This is an optimization exercise on Yosys and OpenROAD, whose aim is small area, a short achievable clock period and few clock cycles, not a production implementation.
Function was checked by simulation only, so behaviour that the tests miss may differ from the original.
Power figures rest on the tool's default switching activity, not on a simulated workload.

==> trial 33: inputs <==
==> flow/design.v <==
`default_nettype none
module cpu_alu (
    input wire [31:0] src_a,
    input wire [31:0] src_b,
    input wire sub,
    input wire [2:0] funct3,
    input wire alt,   
    output wire [31:0] sum,
    output reg  [31:0] result,
    output wire eq,
    output wire lt,
    output wire ltu
);
  wire [32:0] s = {1'b0, src_a} + {1'b0, src_b ^ {32{sub}}} + {32'b0, sub};
  assign sum = s[31:0];
  assign ltu = ~s[32];
  assign lt  = (src_a[31] ^ src_b[31]) ? src_a[31] : s[31];
  assign eq  = src_a == src_b;
  wire left = ~funct3[2];
  wire [4:0] shamt = src_b[4:0];
  reg [31:0] a_rev, sh_rev;
  integer k;
  always @(*) for (k = 0; k < 32; k = k + 1) a_rev[k] = src_a[31-k];
  wire [31:0] sh_in = left ? a_rev : src_a;
  wire fill = alt & src_a[31] & ~left;
  wire signed [32:0] sh_s = {fill, sh_in};
  wire [32:0] sh_w = sh_s >>> shamt;
  wire [31:0] sh = sh_w[31:0];
  always @(*) for (k = 0; k < 32; k = k + 1) sh_rev[k] = sh[31-k];
  always @(*) begin
    case (funct3)
      3'b000:  result = s[31:0];
      3'b001:  result = sh_rev;
      3'b010:  result = {31'b0, lt};
      3'b011:  result = {31'b0, ltu};
      3'b100:  result = src_a ^ src_b;
      3'b101:  result = sh;
      3'b110:  result = src_a | src_b;
      default: result = src_a & src_b;
    endcase
  end
endmodule
`default_nettype none
module cpu_imm_extend (
    input  wire [24:0] data,
    input  wire [ 1:0] imm_src,
    output wire [31:0] imm_ext
);
  wire [11:0] imm_i = data[24:13];
  wire [11:0] imm_s = {data[24:18], data[4:0]};
  assign imm_ext = {{20{data[24]}}, (imm_src == 2'd1) ? imm_s : imm_i};
endmodule
`default_nettype none
module cpu_register_file (
    input wire clk,
    input wire rst_n,
    input wire [4:0] a1,
    input wire [4:0] a2,
    input wire [4:0] a3,
    input wire [31:0] wd3,
    input wire we3,
    output wire [31:0] rd1,
    output wire [31:0] rd2
);
  reg [31:0] regs[1:31];
  reg [31:1] valid;
  genvar i;
  generate
    for (i = 1; i < 32; i = i + 1) begin : g_reg
      always @(posedge clk) begin
        if (we3 && a3 == i) regs[i] <= wd3;
      end
    end
  endgenerate
  always @(posedge clk or negedge rst_n) begin
    if (!rst_n) valid <= 0;
    else if (we3 && a3 != 0) valid[a3] <= 1'b1;
  end
  wire [31:0] v = {valid, 1'b0};
  wire [31:0] r1 = (a1 == 0) ? 32'b0 : regs[a1];
  wire [31:0] r2 = (a2 == 0) ? 32'b0 : regs[a2];
  assign rd1 = v[a1] ? r1 : 32'b0;
  assign rd2 = v[a2] ? r2 : 32'b0;
endmodule
`default_nettype none
module cpu_data_extend (
    input  wire [31:0] data,
    input  wire [ 2:0] control,
    output wire [31:0] data_ext
);
  wire b = control[1:0] == 2'b00;
  wire h = control[1:0] == 2'b01;
  wire s = ~control[2] & (b ? data[7] : data[15]);
  assign data_ext[7:0]   = data[7:0];
  assign data_ext[15:8]  = b ? {8{s}} : data[15:8];
  assign data_ext[31:16] = (b | h) ? {16{s}} : data[31:16];
endmodule
`default_nettype none
module multi_cycle_cpu (
    input wire clk,
    input wire rst_n,
    output wire [31:0] mem_addr,
    output wire [31:0] mem_wdata,
    output wire [ 3:0] mem_wenable,
    input  wire [31:0] mem_rdata
);
  reg  [31:1] pc;        
  reg         x_wb;      
  reg         x_mem;     
  reg         x_store;
  reg         x_branch;
  reg         x_jump;    
  reg         x_load;
  reg         x_link;    
  reg         x_pcrel;   
  reg         x_sub;
  reg  [2:0]  x_f3;
  reg         x_f7;      
  reg         x_pred;    
  reg  [4:0]  x_rd;
  reg  [11:0] x_imm;     
  reg  [31:1] alt;       
  reg  [31:0] rs1v;
  reg  [31:0] opb;       
  wire [31:0] alu_sum, alu_result;
  wire eq, lt, ltu;
  cpu_alu alu (
      .src_a(rs1v),
      .src_b(opb),
      .sub(x_sub),
      .funct3(x_f3),
      .alt(x_f7),
      .sum(alu_sum),
      .result(alu_result),
      .eq(eq),
      .lt(lt),
      .ltu(ltu)
  );
  wire [31:0] addr = rs1v + {{20{x_imm[11]}}, x_imm};
  wire cond = x_f3[0] ^ (x_f3[2] ? (x_f3[1] ? ltu : lt) : eq);
  wire redirect = (x_branch & (cond ^ x_pred)) | x_jump;
  wire fetch = ~x_mem;
  wire take = fetch & ~redirect;
  wire [31:0] ld_ext;
  cpu_data_extend data_extend (
      .data(mem_rdata),
      .control(x_f3),
      .data_ext(ld_ext)
  );
  wire [31:0] ex_result = x_link ? {alt, 1'b0} : alu_result;
  wire [31:0] wb_data = x_load ? ld_ext : ex_result;
  wire [31:0] inst = mem_rdata;
  wire [4:0] rs1 = inst[19:15];
  wire [4:0] rs2 = inst[24:20];
  wire [4:0] rd = inst[11:7];
  wire [2:0] f3 = inst[14:12];
  wire f_branch = inst[6] & ~inst[2];
  wire f_jalr   = inst[6] & inst[2] & ~inst[3];
  wire f_jal    = inst[6] & inst[3];
  wire f_mem    = ~inst[6] & ~inst[4];
  wire f_load   = f_mem & ~inst[5];
  wire f_store  = f_mem & inst[5];
  wire f_lui    = ~inst[6] & inst[4] & inst[2] & inst[5];
  wire f_auipc  = ~inst[6] & inst[4] & inst[2] & ~inst[5];
  wire f_alu    = ~inst[6] & inst[4] & ~inst[2];
  wire f_opimm  = f_alu & ~inst[5];
  wire f_wb     = ~f_branch & ~f_store & (rd != 5'd0);
  wire f_sub    = f_branch | (f_alu & ((f3[2:1] == 2'b01) | (inst[5] & inst[30] & f3 == 3'b000)));
  wire f_taken  = f_branch & inst[31];
  wire [31:0] rf1, rf2;
  cpu_register_file register_file (
      .clk(clk),
      .rst_n(rst_n),
      .a1(rs1),
      .a2(rs2),
      .a3(x_rd),
      .wd3(wb_data),
      .we3(x_wb),
      .rd1(rf1),
      .rd2(rf2)
  );
  wire byp1 = x_wb & (x_rd == rs1);
  wire byp2 = x_wb & (x_rd == rs2);
  wire [31:0] imm_i;
  cpu_imm_extend imm_extend (
      .data(inst[31:7]),
      .imm_src(2'd0),
      .imm_ext(imm_i)
  );
  wire [31:1] f_target = pc + {{20{inst[31]}}, inst[7], inst[30:25], inst[11:8]};
  wire [31:1] pc4 = pc + 31'd2;
  wire f_pcrel = f_jal | f_auipc;
  wire f_u     = f_lui | f_auipc;
  wire [31:0] f_immb = f_opimm ? imm_i :
                       f_u     ? {inst[31:12], 12'b0} :
                                 {{12{inst[31]}}, inst[19:12], inst[20], inst[30:21], 1'b0};
  always @(posedge clk or negedge rst_n) begin
    if (!rst_n) begin
      pc       <= 31'b0;
      x_wb     <= 1'b0;
      x_mem    <= 1'b0;
      x_store  <= 1'b0;
      x_branch <= 1'b0;
      x_jump   <= 1'b0;
    end else begin
      x_wb     <= take & f_wb;
      x_mem    <= take & f_mem;
      x_store  <= take & f_store;
      x_branch <= take & f_branch;
      x_jump   <= take & (f_jal | f_jalr);
      if (redirect) pc <= x_jump ? (x_pcrel ? alu_sum[31:1] : addr[31:1]) : alt;
      else if (fetch) pc <= f_taken ? f_target : pc4;
    end
  end
  always @(posedge clk) begin
    x_load  <= f_load;
    x_link  <= inst[6] & inst[2];
    x_pcrel <= f_pcrel;
    x_sub   <= f_sub;
    x_f3    <= f_u | f_jal ? 3'b000 : f3;
    x_f7    <= inst[30];
    x_pred  <= inst[31];
    x_rd    <= rd;
    x_imm   <= f_store ? {inst[31:25], inst[11:7]} : inst[31:20];
    alt     <= (f_branch & ~inst[31]) ? f_target : pc4;
    rs1v    <= f_pcrel ? {pc, 1'b0} : f_lui ? 32'b0 : byp1 ? ex_result : rf1;
    opb     <= (f_opimm | f_u | f_jal) ? f_immb : byp2 ? ex_result : rf2;
  end
  assign mem_addr = x_mem ? addr : {pc, 1'b0};
  assign mem_wdata = opb;
  assign mem_wenable = x_store ? {x_f3[1], x_f3[1], x_f3[1] | x_f3[0], 1'b1} : 4'b0000;
endmodule
==> flow/run.sh <==
#!/bin/bash
# synth_recipe.tcl (not shown) runs the flow's synth.tcl, then flattens the netlist and writes it again
# the make line also repeats each setting of config.mk as NAME=value (left out here)
make -C /OpenROAD-flow-scripts/flow DESIGN_CONFIG=/design/flow/config.mk WORK_HOME=/design/flow/orfs CLKGATE_MAP_FILE= SYNTH_SCRIPT=/design/flow/synth_recipe.tcl finish
==> flow/config.mk <==
export PLATFORM = sky130hd
export DESIGN_NAME = multi_cycle_cpu
export DESIGN_NICKNAME = multi_cycle_cpu
export VERILOG_FILES = /design/flow/design.v
export SDC_FILE = /design/flow/constraint.sdc
export NUM_CORES = 4
export LEC_CHECK = 0
export CAP_MARGIN = 20
export CORE_MARGIN = 2
export CORE_UTILIZATION = 40
export PLACE_DENSITY = 0.45
export SETUP_SLACK_MARGIN = 5
export SLEW_MARGIN = 20
==> flow/constraint.sdc <==
create_clock -name core_clock -period 11.0 [get_ports {clk}]
set_input_delay 2.2000 -clock core_clock [delete_from_list [all_inputs] [get_ports {clk}]]
set_output_delay 2.2000 -clock core_clock [all_outputs]
set_load 0.01 [all_outputs]
==> build 6: changes against trial 33 <==
==> flow/design.v, changed modules only <==
module cpu_alu (
    input wire [31:0] src_a,
    input wire [31:0] src_b,
    input wire sub,
    input wire [2:0] funct3,
    input wire alt,   
    output wire [31:0] sum,
    output reg  [31:0] result,
    output wire eq,
    output wire lt,
    output wire ltu
);
  wire [32:0] s = {1'b0, src_a} + {1'b0, src_b ^ {32{sub}}} + {32'b0, sub};
  assign sum = s[31:0];
  assign ltu = ~s[32];
  assign lt  = (src_a[31] ^ src_b[31]) ? src_a[31] : s[31];
  assign eq  = src_a == src_b;
  wire left = ~funct3[2];
  wire [4:0] shamt = src_b[4:0];
  reg [31:0] a_rev, sh_rev;
  integer k;
  always @(*) for (k = 0; k < 32; k = k + 1) a_rev[k] = src_a[31-k];
  wire [31:0] sh_in = left ? a_rev : src_a;
  wire fill = alt & src_a[31] & ~left;
  wire signed [32:0] sh_s = {fill, sh_in};
  wire [32:0] sh_w = sh_s >>> shamt;
  wire [31:0] sh = sh_w[31:0];
  always @(*) for (k = 0; k < 32; k = k + 1) sh_rev[k] = sh[31-k];
  always @(*) begin
    case (funct3)
      3'b000:  result = sum;
      3'b001:  result = sh_rev;
      3'b010:  result = {31'b0, lt};
      3'b011:  result = {31'b0, ltu};
      3'b100:  result = src_a ^ src_b;
      3'b101:  result = sh;
      3'b110:  result = src_a | src_b;
      default: result = src_a & src_b;
    endcase
  end
endmodule
module multi_cycle_cpu (
    input wire clk,
    input wire rst_n,
    output wire [31:0] mem_addr,
    output wire [31:0] mem_wdata,
    output wire [ 3:0] mem_wenable,
    input  wire [31:0] mem_rdata
);
  reg  [31:1] pc;      
  reg         v;       
  reg  [31:2] ir;      
  reg  [31:1] alt;     
  reg  [31:0] rs1v;    
  reg  [31:0] rs2v;
  wire [6:2] op = ir[6:2];
  wire [2:0] f3 = ir[14:12];
  wire [4:0] rd = ir[11:7];
  wire e_branch = op[6] & ~op[2];
  wire e_jalr   = op[6] & op[2] & ~op[3];
  wire e_jal    = op[6] & op[3];
  wire e_load   = ~op[6] & ~op[4] & ~op[5];
  wire e_store  = ~op[6] & ~op[4] & op[5];
  wire e_lui    = ~op[6] & op[4] & op[2] & op[5];
  wire e_auipc  = ~op[6] & op[4] & op[2] & ~op[5];
  wire e_reg    = ~op[6] & op[4] & ~op[2] & op[5];
  wire e_mem    = ~op[6] & ~op[4];
  wire [31:0] imm_ext;
  cpu_imm_extend imm_extend (
      .data(ir[31:7]),
      .imm_src(e_store ? 2'd1 : 2'd0),
      .imm_ext(imm_ext)
  );
  wire [31:0] src_b = (e_reg | e_branch) ? rs2v : imm_ext;
  wire sub = e_branch | (~op[6] & op[4] & ~op[2] & (f3[1] & ~f3[2] | (op[5] & ir[30] & f3 == 3'b000)));
  wire [31:0] sum, alu_result;
  wire eq, lt, ltu;
  cpu_alu alu (
      .src_a(rs1v),
      .src_b(src_b),
      .sub(sub),
      .funct3(f3),
      .alt(ir[30]),
      .sum(sum),
      .result(alu_result),
      .eq(eq),
      .lt(lt),
      .ltu(ltu)
  );
  wire cond = f3[0] ^ (f3[2] ? (f3[1] ? ltu : lt) : eq);
  wire redirect = v & ((e_branch & (cond ^ ir[31])) | e_jalr);
  wire fetch = ~(v & e_mem);
  wire [31:0] ld_ext;
  cpu_data_extend data_extend (
      .data(mem_rdata),
      .control(f3),
      .data_ext(ld_ext)
  );
  wire [31:0] ex_result = e_lui ? {ir[31:12], 12'b0} :
                          (op[6] | op[2]) ? {alt, 1'b0} : alu_result;
  wire [31:0] wb_data = e_load ? ld_ext : ex_result;
  wire wb_en = v & ~e_branch & ~e_store & (rd != 5'd0);
  wire [31:0] inst = mem_rdata;
  wire [4:0] rs1 = inst[19:15];
  wire [4:0] rs2 = inst[24:20];
  wire [31:0] rf1, rf2;
  cpu_register_file register_file (
      .clk(clk),
      .rst_n(rst_n),
      .a1(rs1),
      .a2(rs2),
      .a3(rd),
      .wd3(wb_data),
      .we3(wb_en),
      .rd1(rf1),
      .rd2(rf2)
  );
  wire byp1 = wb_en & (rd == rs1);
  wire byp2 = wb_en & (rd == rs2);
  wire f_branch = inst[6] & ~inst[2];
  wire f_jal    = inst[6] & inst[3];
  wire f_auipc  = ~inst[6] & inst[4] & inst[2] & ~inst[5];
  wire f_taken  = f_jal | (f_branch & inst[31]);
  wire [31:1] f_imm = f_branch ? {{20{inst[31]}}, inst[7], inst[30:25], inst[11:8]} :
                      f_jal    ? {{12{inst[31]}}, inst[19:12], inst[20], inst[30:21]} :
                                 {inst[31:12], 11'b0};
  wire [31:1] f_target = pc + f_imm;
  wire [31:1] pc4 = pc + 31'd2;
  wire [31:1] jalr_target = sum[31:1];
  always @(posedge clk or negedge rst_n) begin
    if (!rst_n) begin
      pc <= 31'b0;
      v  <= 1'b0;
    end else begin
      v <= fetch & ~redirect;
      if (redirect) pc <= e_jalr ? jalr_target : alt;
      else if (fetch) pc <= f_taken ? f_target : pc4;
    end
  end
  always @(posedge clk) begin
    ir   <= inst[31:2];
    alt  <= ((f_branch & ~inst[31]) | f_auipc) ? f_target : pc4;
    rs1v <= byp1 ? ex_result : rf1;
    rs2v <= byp2 ? ex_result : rf2;
  end
  assign mem_addr = (v & e_mem) ? sum : {pc, 1'b0};
  assign mem_wdata = rs2v;
  assign mem_wenable = (v & e_store) ? {f3[1], f3[1], f3[1] | f3[0], 1'b1} : 4'b0000;
endmodule
PLACE_DENSITY = 0.6   (was 0.45)
SETUP_SLACK_MARGIN = 0.5   (was 5)
==> qor summary <==
quantity                                                build 6        trial 33
Layout overhead on the synthesized area                  14.58%          15.79%
Synthesized instance count                                 5102            5231
Number of antenna diodes                                     15               8
Hold slack final                                      0.4710 ns       0.4799 ns
Die height                                             391.1 um        395.5 um
Net load switching power                               4.975 mW        5.569 mW
Global-route track usage on met3                         16.48%          14.08%
Placed Instance Area                                 64380 um^2      65870 um^2
Kind of start point of the critical path                   flop   primary input
Met3 wire length                                       49640 um        44590 um
Outcome                                          finished clean  finished clean
Total clock network power                               4.39 mW         4.48 mW
Clock net sink count                                       1180            1178
Vias per Instance                                         7.642           7.460
Unrepaired setup endpoints after global routing              no             yes
Cts bufs inserted                                           121             133
Testbench counts of trial 33, summed over its fixed seeds: cycles 513,540.
Testbench counts of build 6, summed over its fixed seeds: cycles 511,671.

[what the ideal ports hide]
The results above use ideal ports. As a check the final layouts listed here were re-extracted and re-timed, cells and wires unchanged. Step 1, drivers: a clkbuf_16 drives clk and a buf_2 each remaining input, both assumed. Step 2 moves the port delays by t, midway between the first and last clock arrival at a register: inputs arrive t later, outputs are due t later. That takes back most of the time a late clock gives input paths. Slacks: no drivers / after step 1 / after step 2; pairs: no drivers / after step 1.
| run | t (ns) | setup WS [ns] | worst setup path after step 2 | pins driven straight from the clock port |
|---|---|---|---|---|
| trial 33 | 0.869 | 4.793 / 4.858 / 3.990 | input to register | 1 |
| build 6 | 0.848 | 1.952 / 1.874 / 2.721 | register to output | 1 |
After both steps every run listed still meets setup and hold. For trial 33, which loses most, drivers alone change the setup slack by +0.065 ns; drivers and shift together by -0.803 ns.
